Source: an optimization exercise on an open RTL-to-GDS flow (aim: small area, a short achievable clock period and few clock cycles per item). Production flows keep margins and buffers that such runs may drop. RTL that was checked went through simulation tests only; none was proved equivalent to the original. No activity file was given, so power comes from the tool's default toggle rates.

Setup of run R:
Design div, start of the top module:
module div(
    input [0:0]         clk,
    input [0:0]         rstn,
    input flush_by_writeback,
    input [0:0]         div_en_in,
    input [0:0]         div_op,
    input [0:0]         div_sign,
    input [ 31:0 ]      div_sr0,
    input [ 31:0 ]      div_sr1,
    input [ 4:0 ]       div_addr_in,
    input [31:0]        div_pc_in,
    input [31:0]        div_inst_in,
    output reg [0:0]    div_en_out,
    output reg [0:0]    stall_by_div,
    output [ 31:0 ]     div_result,
    output [ 4:0 ]      div_addr_out,
    output [31:0]       div_pc_out,
    output [31:0]       div_inst_out
);
clock: 6.0 ns
lec_check: 0
cap_margin: 20
core_margin: 2
core_utilization: 40
place_density: 0.6
setup_slack_margin: 4
slew_margin: 20
run.sh (not shown) runs the stock make flow with config.mk's settings and CLKGATE_MAP_FILE= SYNTH_SCRIPT=/design/flow/synth_recipe.tcl, a recipe that flattens the netlist after the stock synthesis.
Run R did not stop at any stage, and its layout met the timing, DRC and antenna checks.
Testbench counts of run R, summed over its fixed seeds: cycles 131,977, items 12,000.
Inputs modified between run R and run Y:
- SETUP_SLACK_MARGIN changed from 4 to 0
==> comparison <==
Number of global-route vias before repair (run Y over run R): decrease, about 12%. Run Y ended with more share of the cycle needed by the critical path after routing than run R. Measured against each other, run R and run Y differ in multi-input combinational gate total, the lower figure coming from run Y. Run R consumes more power than run Y. Compared to run R, the routing of run Y uses less wire. Run Y has less setup slack than run R. Run Y vs run R — via total after detailed routing dropped by more than 10%. The type of the setup path with the least slack comes out in2reg in one run and reg2reg in the other, namely in run Y and run R respectively.

* * *

Setup of AL:
The RTL this note starts from:
==> flow/design.v <==
/*verilator lint_off DECLFILENAME*/
module exe_log2_plus_one
(
    input [31:0] in,
    output [5:0] out
);
    wire [7:0] v;
    wire [1:0] p [0:7];
    genvar g;
    generate
        for (g = 0; g < 8; g = g + 1) begin : nib
            wire [3:0] x = in[4*g+3:4*g];
            assign v[g] = |x;
            assign p[g] = x[3] ? 2'd3 : x[2] ? 2'd2 : x[1] ? 2'd1 : 2'd0;
        end
    endgenerate
    wire [2:0] k = v[7] ? 3'd7 : v[6] ? 3'd6 : v[5] ? 3'd5 : v[4] ? 3'd4 :
                   v[3] ? 3'd3 : v[2] ? 3'd2 : v[1] ? 3'd1 : 3'd0;
    assign out = (|v) ? {1'b0, k, p[k]} + 6'd1 : 6'd0;
endmodule
module exe_add_pfx #(parameter W = 32, parameter L = 5)
(
    input  [W-1:0] a,
    input  [W-1:0] b,
    input          ci,
    output [W-1:0] s,
    output         co
);
    wire [W-1:0] g [0:L];
    wire [W-1:0] p [0:L];
    assign g[0] = a & b;
    assign p[0] = a ^ b;
    genvar i, j;
    generate
        for (i = 0; i < L; i = i + 1) begin : lvl
            for (j = 0; j < W; j = j + 1) begin : bt
                if (j & (1 << i)) begin : blk
                    localparam integer K = ((j >> i) << i) - 1;
                    assign g[i+1][j] = g[i][j] | (p[i][j] & g[i][K]);
                    assign p[i+1][j] = p[i][j] & p[i][K];
                end else begin : pass
                    assign g[i+1][j] = g[i][j];
                    assign p[i+1][j] = p[i][j];
                end
            end
        end
    endgenerate
    wire [W:0] c;
    assign c[0] = ci;
    generate
        for (j = 1; j <= W; j = j + 1) begin : cy
            assign c[j] = g[L][j-1] | (p[L][j-1] & ci);
        end
    endgenerate
    assign s  = p[0] ^ c[W-1:0];
    assign co = c[W];
endmodule
module exe_neg_pfx #(parameter W = 32, parameter L = 5)
(
    input  [W-1:0] x,
    output [W-1:0] y
);
    wire [W-1:0] o [0:L];
    assign o[0] = x;
    genvar i, j;
    generate
        for (i = 0; i < L; i = i + 1) begin : lvl
            for (j = 0; j < W; j = j + 1) begin : bt
                if (j & (1 << i)) begin : blk
                    localparam integer K = ((j >> i) << i) - 1;
                    assign o[i+1][j] = o[i][j] | o[i][K];
                end else begin : pass
                    assign o[i+1][j] = o[i][j];
                end
            end
        end
    endgenerate
    assign y = x ^ {o[L][W-2:0], 1'b0};
endmodule
/*verilator lint_off DECLFILENAME*/
module div(
    input [0:0]         clk,
    input [0:0]         rstn,
    input flush_by_writeback,
    input [0:0]         div_en_in,
    input [0:0]         div_op,
    input [0:0]         div_sign,
    input [ 31:0 ]      div_sr0,
    input [ 31:0 ]      div_sr1,
    input [ 4:0 ]       div_addr_in,
    input [31:0]        div_pc_in,
    input [31:0]        div_inst_in,
    output reg [0:0]    div_en_out,
    output reg [0:0]    stall_by_div,
    output [ 31:0 ]     div_result,
    output [ 4:0 ]      div_addr_out,
    output [31:0]       div_pc_out,
    output [31:0]       div_inst_out
);
localparam PREP = 2'd0;
localparam ITER = 2'd1;
localparam NEG  = 2'd2;
reg [1:0]  phase;
reg [31:0] rem;       
reg [31:0] y;         
reg        cin;       
reg [31:0] quo;       
reg [5:0]  la;        
reg [5:0]  lb;        
reg        bz;        
reg [4:0]  cnt;       
reg        sa_r;      
reg        qn;        
reg        sel;       
reg        neg;       
reg [4:0]  addr;
reg [31:0] pc;
reg [31:0] inst;
wire        sa = div_sign & div_sr0[31];
wire        sb = div_sign & div_sr1[31];
wire [31:0] va = div_sr0 ^ {32{sa}};
wire [31:0] vb = div_sr1 ^ {32{sb}};
wire        pa = sa & ~|(div_sr0[30:0] & ~div_sr0[31:1]);
wire        pb = sb & ~|(div_sr1[30:0] & ~div_sr1[31:1]);
wire [31:0] xa = va | ({va[30:0], 1'b1} & {32{pa}});
wire [31:0] xb = vb | ({vb[30:0], 1'b1} & {32{pb}});
wire [5:0]  la_w;
wire [5:0]  lb_w;
exe_log2_plus_one log2_1(xa, la_w);
exe_log2_plus_one log2_2(xb, lb_w);
wire [6:0]  d   = {1'b0, la} - {1'b0, lb};
wire        go  = ~d[6] & ~bz;
wire [63:0] ysh = {y, {32{cin}}} << d[4:0];
wire [31:0] t;
wire        ge;
exe_add_pfx #(.W(32), .L(5)) add (.a(rem), .b(y), .ci(cin), .s(t), .co(ge));
wire [31:0] mag = sel ? rem : quo;
wire [31:0] nmag;
exe_neg_pfx #(.W(32), .L(5)) ng (.x(mag), .y(nmag));
assign div_result   = mag;
assign div_addr_out = addr;
assign div_pc_out   = pc;
assign div_inst_out = inst;
wire start = div_en_in & ~div_en_out;
wire fin   = (phase == NEG) || (phase == ITER && cnt == 0 && !neg) ||
             (phase == PREP && !go);
always @(posedge clk) begin
    if (!rstn || flush_by_writeback) begin
        stall_by_div <= 0;
        div_en_out   <= 0;
    end else if (stall_by_div) begin
        if (fin) begin
            stall_by_div <= 0;
            div_en_out   <= 1;
        end
    end else begin
        stall_by_div <= start;
        div_en_out   <= 0;
    end
end
always @(posedge clk) begin
    if (stall_by_div) begin
        case (phase)
            PREP: begin
                if (sa_r & go) rem <= nmag;
                quo   <= 0;
                y     <= ysh[63:32];
                cnt   <= d[4:0];
                neg   <= go & (sel ? sa_r : qn);
                phase <= ITER;
            end
            ITER: begin
                if (ge) rem <= t;
                quo <= {quo[30:0], ge};
                y   <= {1'b1, y[31:1]};
                cnt <= cnt - 1;
                if (cnt == 0) phase <= NEG;
            end
            default: begin
                rem <= nmag;
                sel <= 1;
            end
        endcase
    end else begin
        phase <= PREP;
        rem   <= div_sr0;
        quo   <= div_sr0;
        y     <= div_sr1 ^ {32{~sb}};
        cin   <= ~sb;
        la    <= la_w;
        lb    <= lb_w;
        bz    <= div_sr1 == 0;
        sa_r  <= sa;
        qn    <= sa ^ sb;
        sel   <= div_op;
        addr  <= div_addr_in;
        pc    <= div_pc_in;
        inst  <= div_inst_in;
    end
end
endmodule
clock: 6.0 ns
lec_check: 0
cap_margin: 20
core_margin: 2
core_utilization: 40
place_density: 0.6
setup_slack_margin: 3.0
slew_margin: 20
For TR, these inputs were changed with respect to AL:
Settings: removing SETUP_SLACK_MARGIN (formerly 3.0).
==> results.txt <==
- When TR is set beside AL, its power density over the cells turns out to be about 0.66% smaller.
- From AL to TR the numbers moved as follows: post-route standard cell area excluding fillers decreased by 0.0041 sq mm relative to the old numbers, critical path depth decreased by 4 relative to the old numbers.
- Run comparison: TR most common library cell in the layout ignoring fill and taps clkdlybuf4s50_1; AL most common library cell in the layout ignoring fill and taps buf_4
Function was not checked in any run of this note: the RTL went through the layout flow alone.

* * *

div, a different RTL version from the one above (not shown whole).
Size: about 1900 cells after synthesis, about 190 flip-flops, roughly 240 I/O pins, about 0.017 mm^2 of cells after synthesis.
clock: 6.0 ns
lec_check: 0
cap_margin: 5
core_margin: 2
core_utilization: 40
place_density: 0.6
setup_slack_margin: 2
slew_margin: 5
tns_end_percent: 5
Testbench counts at the start, summed over its fixed seeds: cycles 83,215, items 12,000.
Then changed:
CAP_MARGIN = 20   (was 5)
SLEW_MARGIN = 20   (was 5)
TNS_END_PERCENT = not set   (was 5)
Effect: Power went up by 1.3%. Area after synthesis stays the same. Die area stays the same. Critical path depth went down by 8. Setup slack improved by 0.15 ns. Core utilization went up by 0.53 points.
Then changed:
SETUP_SLACK_MARGIN = 1.8   (was 2)
Worst setup slack got worse by 0.15 ns.
Routed wire length climbs slightly.
Clock-buffer cell count is unchanged.
Register-to-register slack got worse by 0.16 ns.
Non-clock buffer count stays the same.
Global-route usage climbs by 0.67 points.
Via count climbs slightly.
Utilization drops by 0.15 points.
Final cell count is unchanged.
Then changed:
SETUP_SLACK_MARGIN = 2.4   (was 1.8)
Outcome: The new run finished clean; register-to-register slack improved by 0.33 ns; count of clock-buffer cells in the layout falls by 1; cell count rises by 2.8%; total power rises by 7.1%; wire length rises by 3.3%; global-route usage rises by 0.28 points; first-iteration DRC count rises by 6.0%.

* * *

div, a different RTL version from the one above (not shown whole).
Size in the first run: ~1900 cells after synthesis, roughly 200 flip-flops, roughly 240 I/O pins, ~17000 sq um of cells after synthesis.
Settings: LEC_CHECK=0, CAP_MARGIN=20, CORE_MARGIN=2, CORE_UTILIZATION=40, PLACE_DENSITY=0.6, SETUP_SLACK_MARGIN=2.5, SLEW_MARGIN=20; clock period 6.0 ns.
Testbench counts at the start, summed over its fixed seeds: cycles 87,333, items 12,000.
Edit:
CTS_BUF_LIST = sky130_fd_sc_hd__clkbuf_4 sky130_fd_sc_hd__clkbuf_8 sky130_fd_sc_hd__clkbuf_16   (was default)
SETUP_SLACK_MARGIN = 2   (was 2.5)
What happened:
- The changed run went through all stages and came out clean
- non-clock buffer count decreases by 49
- die area stays the same
- cell area is lower by 4.8%
- setup slack got worse by 49 ps
- wire length drops by 4.4%
- register-to-register slack got worse by 50 ps
- fmax goes down by 1.2%
Edit:
CTS_BUF_LIST = default   (was sky130_fd_sc_hd__clkbuf_4 sky130_fd_sc_hd__clkbuf_8 sky130_fd_sc_hd__clkbuf_16)
After rerunning: Routed wire length stays flat. Power barely changes. Fmax hardly moves. Via count is about the same. Clock power hardly moves. First-iteration DRC count shrinks slightly. Combinational power stays flat. Setup slack is about the same. Hold slack stays flat. Core utilization stays flat.

* * *

== alpha ==
Another version of the RTL of div (not shown whole).
For scale: roughly 240 I/O pins.
clock: 6.0 ns
lec_check: 0
cap_margin: 20
core_margin: 2
core_utilization: 40
cts_buf_list: sky130_fd_sc_hd__clkbuf_4 sky130_fd_sc_hd__clkbuf_8
place_density: 0.6
setup_slack_margin: 2
slew_margin: 20
Setup changes, alpha to beta
Settings: removing CTS_BUF_LIST (formerly sky130_fd_sc_hd__clkbuf_4 sky130_fd_sc_hd__clkbuf_8); changing CORE_UTILIZATION from 40 to 65; changing PLACE_DENSITY from 0.6 to 0.75.
Findings:
Looking at shortest period the worst path allows, beta sits 0.075 ns higher than alpha does.
Compared with alpha, in beta number of iterations in the first detailed-routing pass went up; power went up.
For alpha, the first element of the critical path was div_sr0[31], unlike beta, where it was sel.
For gamma, these inputs were changed with respect to beta:
Settings: swapping 0.75 for 0.6 in PLACE_DENSITY; swapping 65 for 40 in CORE_UTILIZATION.
Notes after the runs:
gamma vs. beta: number of setup buffers added after CTS went up by 3. Going from beta to gamma, estimated wirelength of the detail-placed design shows an increase of 510 µm, simple logic cell fraction of the synthesized area shows no meaningful change. Reported for beta and gamma, synthesized cell count turned out identical to the last digit. gamma ended up with a lower weighted congestion reported at the end of routability-driven placement than beta did. Comparing beta and gamma, the lower number of fill cells in the layout is on beta.
No run of this note included a check of the RTL's function; only the layout flow was run.

* * *

RTL: one of the versions met above, not the one the previous note started from.
For scale: roughly 1900 cells after synthesis, ~190 flip-flops, ~240 I/O pins.
Design div, start of the top module:
module div(
    input [0:0]         clk,
    input [0:0]         rstn,
    input flush_by_writeback,
    input [0:0]         div_en_in,
    input [0:0]         div_op,
    input [0:0]         div_sign,
    input [ 31:0 ]      div_sr0,
    input [ 31:0 ]      div_sr1,
    input [ 4:0 ]       div_addr_in,
    input [31:0]        div_pc_in,
    input [31:0]        div_inst_in,
    output reg [0:0]    div_en_out,
    output reg [0:0]    stall_by_div,
    output [ 31:0 ]     div_result,
    output [ 4:0 ]      div_addr_out,
    output [31:0]       div_pc_out,
    output [31:0]       div_inst_out
);
localparam PREP = 2'd0;
localparam ITER = 2'd1;
localparam NEG  = 2'd2;
reg [1:0]  phase;
reg [31:0] rem;       
reg [34:0] y;         
reg        cin;       
reg [31:0] quo;       
reg [5:0]  pa;        
reg [5:0]  pb;        
reg [4:0]  cnt;       
reg        sa_r;      
reg        qn;        
reg        sel;       
reg        neg;       
reg [4:0]  addr;
reg [31:0] pc;
reg [31:0] inst;
wire        sa = div_sign & div_sr0[31];
  ...
==> flow/config.mk <==
export PLATFORM = sky130hd
export DESIGN_NAME = div
export DESIGN_NICKNAME = div
export VERILOG_FILES = /design/flow/design.v
export SDC_FILE = /design/flow/constraint.sdc
export NUM_CORES = 4
export LEC_CHECK = 0
export CAP_MARGIN = 20
export CORE_MARGIN = 2
export CORE_UTILIZATION = 40
export PLACE_DENSITY = 0.6
export SETUP_SLACK_MARGIN = 2.2
export SLEW_MARGIN = 20
==> flow/constraint.sdc <==
create_clock -name core_clock -period 6.0 [get_ports {clk}]
set_input_delay 1.2000 -clock core_clock [delete_from_list [all_inputs] [get_ports {clk}]]
set_output_delay 1.2000 -clock core_clock [all_outputs]
set_load 0.01 [all_outputs]
Testbench counts at the start, summed over its fixed seeds: cycles 83,215, items 12,000.
Edit:
Settings changed: CAP_MARGIN 20 to 5, SETUP_SLACK_MARGIN 2.2 to 2.1, SLEW_MARGIN 20 to 5, TNS_END_PERCENT from default to 5.
- routed wire length decreases by 1.6%
- synthesized cell count is unchanged
- hold slack improves by 0.0096 ns
- clock-buffer cell count stays the same
- power went down by 7.0%
- setup slack degrades by 0.19 ns
- global-route usage rose by 0.58 points
- combinational power shrinks by 12%
- final cell count fell by 1.8%
- area after synthesis stays the same
Edit:
Settings changed: CAP_MARGIN 5 to 20, CORE_UTILIZATION 40 to 50, PLACE_DENSITY 0.6 to 0.65, SETUP_SLACK_MARGIN 2.1 to 2, SLEW_MARGIN 5 to 20, TNS_END_PERCENT 5 to default.
Area after synthesis stays the same.
Worst setup slack improved by 0.044 ns.
Power decreases by about 0.37%.
Edit:
Settings changed: CORE_UTILIZATION 50 to 40, CTS_CLUSTER_DIAMETER from default to 150, CTS_CLUSTER_SIZE from default to 50, PLACE_DENSITY 0.65 to 0.6.
Effect: Critical path depth fell by 7; die area climbs by a quarter to a third; non-clock buffer count drops by 17; first-iteration DRC count falls by a quarter to a third; fmax rose slightly; total power hardly moves; worst setup slack improves by 0.038 ns; area after synthesis stays the same; clock-buffer cell count is lower by 2; global-route usage is lower by 5.7 points.
Edit:
Settings changed: CTS_CLUSTER_DIAMETER 150 to default, CTS_CLUSTER_SIZE 50 to default, SYNTH_HIERARCHICAL from default to 1.
Die area went up by 11%; routed wire length is higher by 4.3%; first-iteration DRC count rose by 3.5%; sequential cell count does not change; synthesized area climbs by 11%; combinational power shrinks by 17%; total power went down by 11%; clock-buffer cell count drops by 1; core utilization grows by 2.1 points.

* * *

Setup of east:
Starting RTL as in the previous note.
// div
module div(
    input [0:0]         clk,
    input [0:0]         rstn,
    input flush_by_writeback,
    input [0:0]         div_en_in,
    input [0:0]         div_op,
    input [0:0]         div_sign,
    input [ 31:0 ]      div_sr0,
    input [ 31:0 ]      div_sr1,
    input [ 4:0 ]       div_addr_in,
    input [31:0]        div_pc_in,
    input [31:0]        div_inst_in,
    output reg [0:0]    div_en_out,
    output reg [0:0]    stall_by_div,
    output [ 31:0 ]     div_result,
    output [ 4:0 ]      div_addr_out,
    output [31:0]       div_pc_out,
    output [31:0]       div_inst_out
);
clock: 6.0 ns
lec_check: 0
cap_margin: 20
core_margin: 2
core_utilization: 40
place_density: 0.6
setup_slack_margin: 2
slew_margin: 20
tns_end_percent: 5
Testbench counts of east, summed over its fixed seeds: cycles 83,215, items 12,000.
Relative to east, the following input files were edited for south:
Settings: a change of PLACE_DENSITY from 0.6 to 0.5; a deleted TNS_END_PERCENT that had been 5.
### Flow results
- Having completed the whole flow, south delivered a layout that passed the timing, DRC and antenna checks.
- The higher portion of total power attributed to combinational logic came out of south.
- Looking at clock share of power, south sits 0.2 points below east.
- Part of the cycle the worst path needs for south: 0.34 points up relative to east
